Background: an optimization exercise with open tools, aiming at a short achievable clock period and few clock cycles. Do not read the settings as production practice. Only simulation tests tie the RTL to the original design; equivalence was not proved.

==> inputs of pepper <==
==> flow/design.v (excerpt) <==
module top (
	input clk,     
	input rst_n,   
	output wire [31:0] imem_addr,
	input  wire [31:0] imem_rdata,
	output wire [31:0] dmem_addr,
	output wire [31:0] dmem_wdata,
	output wire        dmem_we,
	input  wire [31:0] dmem_rdata
);
==> flow/config.mk <==
export PLATFORM = sky130hd
export DESIGN_NAME = top
export DESIGN_NICKNAME = top
export VERILOG_FILES = /design/flow/design.v
export SDC_FILE = /design/flow/constraint.sdc
export NUM_CORES = 8
export LEC_CHECK = 0
export CAP_MARGIN = 20
export CORE_MARGIN = 2
export CORE_UTILIZATION = 48
export CTS_CLUSTER_DIAMETER = 150
export CTS_CLUSTER_SIZE = 20
export PLACE_DENSITY = 0.65
export SLEW_MARGIN = 20
export SYNTH_HIERARCHICAL = 1
==> flow/constraint.sdc <==
create_clock -name core_clock -period 13.0 [get_ports {clk}]
set_input_delay 2.6000 -clock core_clock [delete_from_list [all_inputs] [get_ports {clk}]]
set_output_delay 2.6000 -clock core_clock [all_outputs]
set_load 0.01 [all_outputs]
standard.sh (not shown) runs the stock make flow with config.mk's settings and CLKGATE_MAP_FILE= SYNTH_SCRIPT=/design/flow/synth_recipe.tcl, a recipe that flattens the netlist after the stock synthesis.
==> flow/flow/run.sh <==
#!/bin/bash
# The standard layout (standard.sh) with three changes to how it is made:
# the port buffers are buf_8 cells; after placement each output port's buffer
# is moved next to the flip-flop driving it (the long wire to the pin is then
# driven by the buffer); and the setup repair aims for slack beyond the clock
# period so that the achieved period shrinks.
set -euo pipefail
ARGS=(SETUP_SLACK_MARGIN=9.45 "BUFFER_PORTS_ARGS=-buffer_cell sky130_fd_sc_hd__buf_8")
bash standard.sh "${ARGS[@]}" place > standard_place.log 2>&1
RES_DIR=orfs/results/sky130hd/top/base openroad -no_init -exit flow/move_run.tcl > move_outbuf.log 2>&1
bash standard.sh "${ARGS[@]}" > standard_finish.log 2>&1
==> flow/flow/move_outbuf.tcl <==
# Move each output port's buffer next to the flip-flop that drives it, then
# legalize: the long wire to the pin is then driven by the buffer.
set block [ord::get_db_block]
set n 0
foreach term [$block getBTerms] {
  if { [$term getIoType] != "OUTPUT" } { continue }
  set net [$term getNet]
  foreach it [$net getITerms] {
    if { ![$it isOutputSignal] } { continue }
    set buf [$it getInst]
    foreach bit [$buf getITerms] {
      if { ![$bit isInputSignal] } { continue }
      set inet [$bit getNet]
      if { $inet == "NULL" } { continue }
      foreach dit [$inet getITerms] {
        if { ![$dit isOutputSignal] } { continue }
        set drv [$dit getInst]
        set loc [$drv getLocation]
        $buf setLocation [lindex $loc 0] [lindex $loc 1]
        incr n
      }
    }
  }
}
puts "moved $n output buffers"
==> flow/flow/move_run.tcl <==
# after placement: move each output port's buffer next to the flip-flop
# that drives it (see move_outbuf.tcl), legalize, and write the placement back
set r $::env(RES_DIR)
read_db $r/3_place.odb
source [file dirname [info script]]/move_outbuf.tcl
detailed_placement
check_placement
write_db $r/3_place.odb
==> raven (differences from pepper) <==
--- a/flow/design.v
+++ b/flow/design.v
@@ -26,15 +26,14 @@
 reg         addE, subE, andE, orE, sltE, oneE;
 reg  [2:0]  fa, ha, ga;           
 reg  [2:0]  fb, hb, gb, kb;       
 reg  [2:0]  fs;                   
 reg  [31:0] resM, resMx;           
 reg  [4:0]  rdM;
 reg         wrM, ldM, mulM;
-reg         zMr, zMu;             
 reg  [191:0] mulv;                
 reg  [31:0] daddrM, dwdataM;
 reg         dweM;
 reg  [31:0] resW, resWx;           
 reg  [4:0]  rdW;
 reg         wrW;
 reg  [31:0] rf [1:31];
@@ -157,19 +156,17 @@
 res_or u_ro  (.alu(aluE), .ld(eldE), .rdata(dmem_rdata), .y(resE));
 res_or u_rox (.alu(aluE), .ld(eldE), .rdata(dmem_rdata), .y(resEx));
 wire [31:0] Aa, Ba, addrE;
 wire        unused_ca;
 fwd3 u_faa (.sm(fa[0]), .sw(fa[1]), .s0(fa[2]), .vm(resMx), .vw(resWx), .v0(aE), .y(Aa));
 fwd3 u_fba (.sm(fb[0]), .sw(fb[1]), .s0(fb[2]), .vm(resMx), .vw(resWx), .v0(bE), .y(Ba));
 ks_add32 u_addr (.a(Aa), .b(Ba), .cin(1'b0), .s(addrE), .cout(unused_ca));
-z_sel u_zs (.sa(ha), .sb(hb), .m(resMx), .w(resWx), .a0(aE), .b0(bE),
-            .op_add(addE), .op_sub(subE), .op_and(andE), .op_or(orE), .z(zresE));
+assign zresE = zaluE;
 wire unkE = sltE | lmE | eldE;
-wire eqE;
-eq_sel u_eqs (.sa(ha), .sb(hb), .m(resMx), .w(resWx), .a0(aE), .b0(bE), .eq(eqE));
+wire eqE    = Ah == Bh;
 wire redirE = brE & (eqE != predE);
 wire [31:0] Bml, Bmh;
 wire [47:0] encl, ench;
 fwd3 u_fbml (.sm(gb[0]), .sw(gb[1]), .s0(gb[2]), .vm(resMx), .vw(resWx), .v0(bE), .y(Bml));
 fwd3 u_fbmh (.sm(kb[0]), .sw(kb[1]), .s0(kb[2]), .vm(resMx), .vw(resWx), .v0(bE), .y(Bmh));
 booth_enc u_encl (.b(Bml), .e(encl));
 booth_enc u_ench (.b(Bmh), .e(ench));
@@ -179,23 +176,22 @@
 mul_part2 u_mul2 (.v(mulv), .p(mulres));
 wire [31:0] resWn, resWxn;
 w_sel u_ws  (.mul(mulM), .mulres(mulres), .ld(ldM), .rdata(dmem_rdata), .res(resMx), .y(resWn));
 w_sel u_wsx (.mul(mulM), .mulres(mulres), .ld(ldM), .rdata(dmem_rdata), .res(resMx), .y(resWxn));
 wire fromE = wrE & (rdE == rxD);
 wire fromM = wrM & (rdM == rxD);
 wire fromW = wrW & (rdW == rxD);
-wire zW;
+wire zresM, zW;
+zero32 u_zm  (.x(resMx), .z(zresM));
 zero32 u_zw  (.x(resWx), .z(zW));
 wire oW;
 zero32 u_ow  (.x(resWx ^ 32'd1), .z(oW));
 wire zfx    = sxD[0] | (|(sxD[31:1] & zf));
-wire zWd;
-zero32 u_zwd (.x(resWx), .z(zWd));
-wire zOth   = fromM ? zMr : fromW ? zWd : zfx;
-wire unkM   = fromM & zMu;
+wire zOth   = fromM ? zresM : fromW ? zW : zfx;
+wire unkM   = fromM & (mulM | ldM);
 wire unkD   = fromE ? unkE : unkM;
 wire resolvD = vD & bzD & ~unkD;
 wire redirBD;
 wire bzsE   = vD & bzD & fromE & ~unkE;
 wire bzearly = vD & bzD & ~fromE & ~unkM & (zOth ^ predD);
 late_sel u_rbd (.s(bzsE), .late(zresE ^ predD), .early(bzearly), .y(redirBD));
 wire redirJD = vD & jalD & ~predD;
@@ -294,16 +290,14 @@
 		mulM <= mulE;
 		dweM <= stE;
 		wrW  <= wrM;
 	end
 end
 always @(posedge clk) begin
 	resM  <= resE;
-	zMr   <= zresE;
-	zMu   <= unkE;
 	resMx <= resEx;
 	rdM  <= rdE;
 	mulv <= mulvE;
 	daddrM  <= eldD ? immID : addrE;
 	dwdataM <= S;
 	resW  <= resWn;
 	resWx <= resWxn;
@@ -525,26 +519,31 @@
 module zcmp (
 	input  [4:0] rs1,
 	input  [4:0] rs2,
 	input  [4:0] rd,
 	input        zd,
 	output       y
 );
-wire [9:0] e;
-xnorv #(.W(10)) u_e (.a({rs1, rs2}), .b({rd, 5'd0}), .y(e));
-andall #(.N(11)) u_a (.x({e, zd}), .y(y));
+wire e, z;
+eq5   u_e (.a(rs1), .b(rd), .y(e));
+zero5 u_z (.a(rs2), .y(z));
+assign y = zd & e & z;
+endmodule
+module zero5 (
+	input  [4:0] a,
+	output       y
+);
+assign y = ~(a[0] | a[1] | a[2] | a[3] | a[4]);
 endmodule
 module eq5 (
 	input  [4:0] a,
 	input  [4:0] b,
 	output       y
 );
-wire [4:0] e;
-xnorv #(.W(5)) u_e (.a(a), .b(b), .y(e));
-andall #(.N(5)) u_a (.x(e), .y(y));
+assign y = a == b;
 endmodule
 module ao21 (
 	input  a,
 	input  b,
 	input  c,
 	output y
 );
@@ -678,72 +677,14 @@
 	input         ld,
 	input  [31:0] rdata,
 	input  [31:0] res,
 	output [31:0] y
 );
 assign y = mul ? mulres : ld ? rdata : res;
 endmodule
-module eq_sel (
-	input  [2:0]  sa,
-	input  [2:0]  sb,
-	input  [31:0] m,
-	input  [31:0] w,
-	input  [31:0] a0,
-	input  [31:0] b0,
-	output        eq
-);
-wire mw, mb, wb, am, aw, ab;
-eq32 u_mw (.a(m),  .b(w),  .y(mw));
-eq32 u_mb (.a(m),  .b(b0), .y(mb));
-eq32 u_wb (.a(w),  .b(b0), .y(wb));
-eq32 u_am (.a(a0), .b(m),  .y(am));
-eq32 u_aw (.a(a0), .b(w),  .y(aw));
-eq32 u_ab (.a(a0), .b(b0), .y(ab));
-assign eq = (sa[0] & sb[0]) | (sa[1] & sb[1])
-          | (sa[0] & sb[1] & mw) | (sa[1] & sb[0] & mw)
-          | (sa[0] & sb[2] & mb) | (sa[1] & sb[2] & wb)
-          | (sa[2] & sb[0] & am) | (sa[2] & sb[1] & aw)
-          | (sa[2] & sb[2] & ab);
-endmodule
-module eq32 (
-	input  [31:0] a,
-	input  [31:0] b,
-	output        y
-);
-assign y = a == b;
-endmodule
-module z_sel (
-	input  [2:0]  sa,
-	input  [2:0]  sb,
-	input  [31:0] m,
-	input  [31:0] w,
-	input  [31:0] a0,
-	input  [31:0] b0,
-	input         op_add, op_sub, op_and, op_or,
-	output        z
-);
-wire [95:0] xa = {a0, w, m};
-wire [95:0] xb = {b0, w, m};
-wire [8:0] zp;
-genvar i, j;
-generate
-	for (i = 0; i < 3; i = i + 1) begin : ga
-		for (j = 0; j < 3; j = j + 1) begin : gb
-			wire zs, ze, zn, zo;
-			zero_sum u_s (.a(xa[32*i +: 32]), .b(xb[32*j +: 32]), .z(zs));
-			eq32     u_e (.a(xa[32*i +: 32]), .b(xb[32*j +: 32]), .y(ze));
-			zero32   u_n (.x(xa[32*i +: 32] & xb[32*j +: 32]), .z(zn));
-			zero32   u_o (.x(xa[32*i +: 32] | xb[32*j +: 32]), .z(zo));
-			assign zp[3*i+j] = sa[i] & sb[j] &
-				((op_add & zs) | (op_sub & ze) | (op_and & zn) | (op_or & zo));
-		end
-	end
-endgenerate
-assign z = |zp;
-endmodule
 module csa_level #(
 	parameter N_IN = 3
 ) (
 	input  [32*N_IN-1:0] din,
 	output [32*(N_IN-N_IN/3)-1:0] dout
 );
 localparam G = N_IN / 3;
Settings changed: CORE_UTILIZATION 48 to 55, PLACE_DENSITY 0.65 to 0.7.
==> run summary <==
HPWL Detailed: raven 348600 µm; pepper 371100 µm
Vertical extent of the die: raven 487.3 µm; pepper 555.2 µm
Width of the chip: raven 487.3 µm; pepper 555.2 µm
Post-CTS setup buffer count: raven 247; pepper 707
Initial cell density of the core: raven 55.25%; pepper 48.20%
Total clock buffers created by CTS: raven 102; pepper 106
Routability cong.: raven 1.076; pepper 1.010
Instance area after placement: raven 131500 µm²; pepper 150900 µm²
Number of instances in the placed design: raven 15.80k; pepper 19.27k
Row cnt: raven 177; pepper 202
Cells resized by post-CTS repair: raven 892; pepper 1102
Post-synth design cell area: raven 128500 µm²; pepper 145800 µm²
Status: raven complete, no violations; pepper stopped before the end
Stage where the flow stopped: raven -; pepper global routing (5_1_grt)
Gate Count Post-Synth: raven 12.98k; pepper 15.41k
Post-placement setup slack: raven 7778 ps; pepper 6919 ps
Testbench counts of pepper, summed over its fixed seeds: cycles 19,926.
Testbench counts of raven, summed over its fixed seeds: cycles 19,925.

[what the ideal ports hide]
No port has a modelled driver above. Below, the same layout with a new extraction and two added sets of constraints.
Step 1, drivers: a clkbuf_16 drives clk and a buf_2 each remaining input, both assumed.
Step 2 times the ports against the registers' clock, not the clock port: input delays grow and output delays shrink by t, the midpoint of the rising clock arrivals with the driver on.
Three values: ideal, step 1, step 2; two values: the first two.
run: raven
t (ns): 0.933
setup slack, ns: 8.965 / 8.885 / 7.993
worst setup path at the end: input to register
After both steps raven still meets setup and hold. The setup slack of raven moves by -0.080 ns with the drivers and by -0.972 ns with both steps.
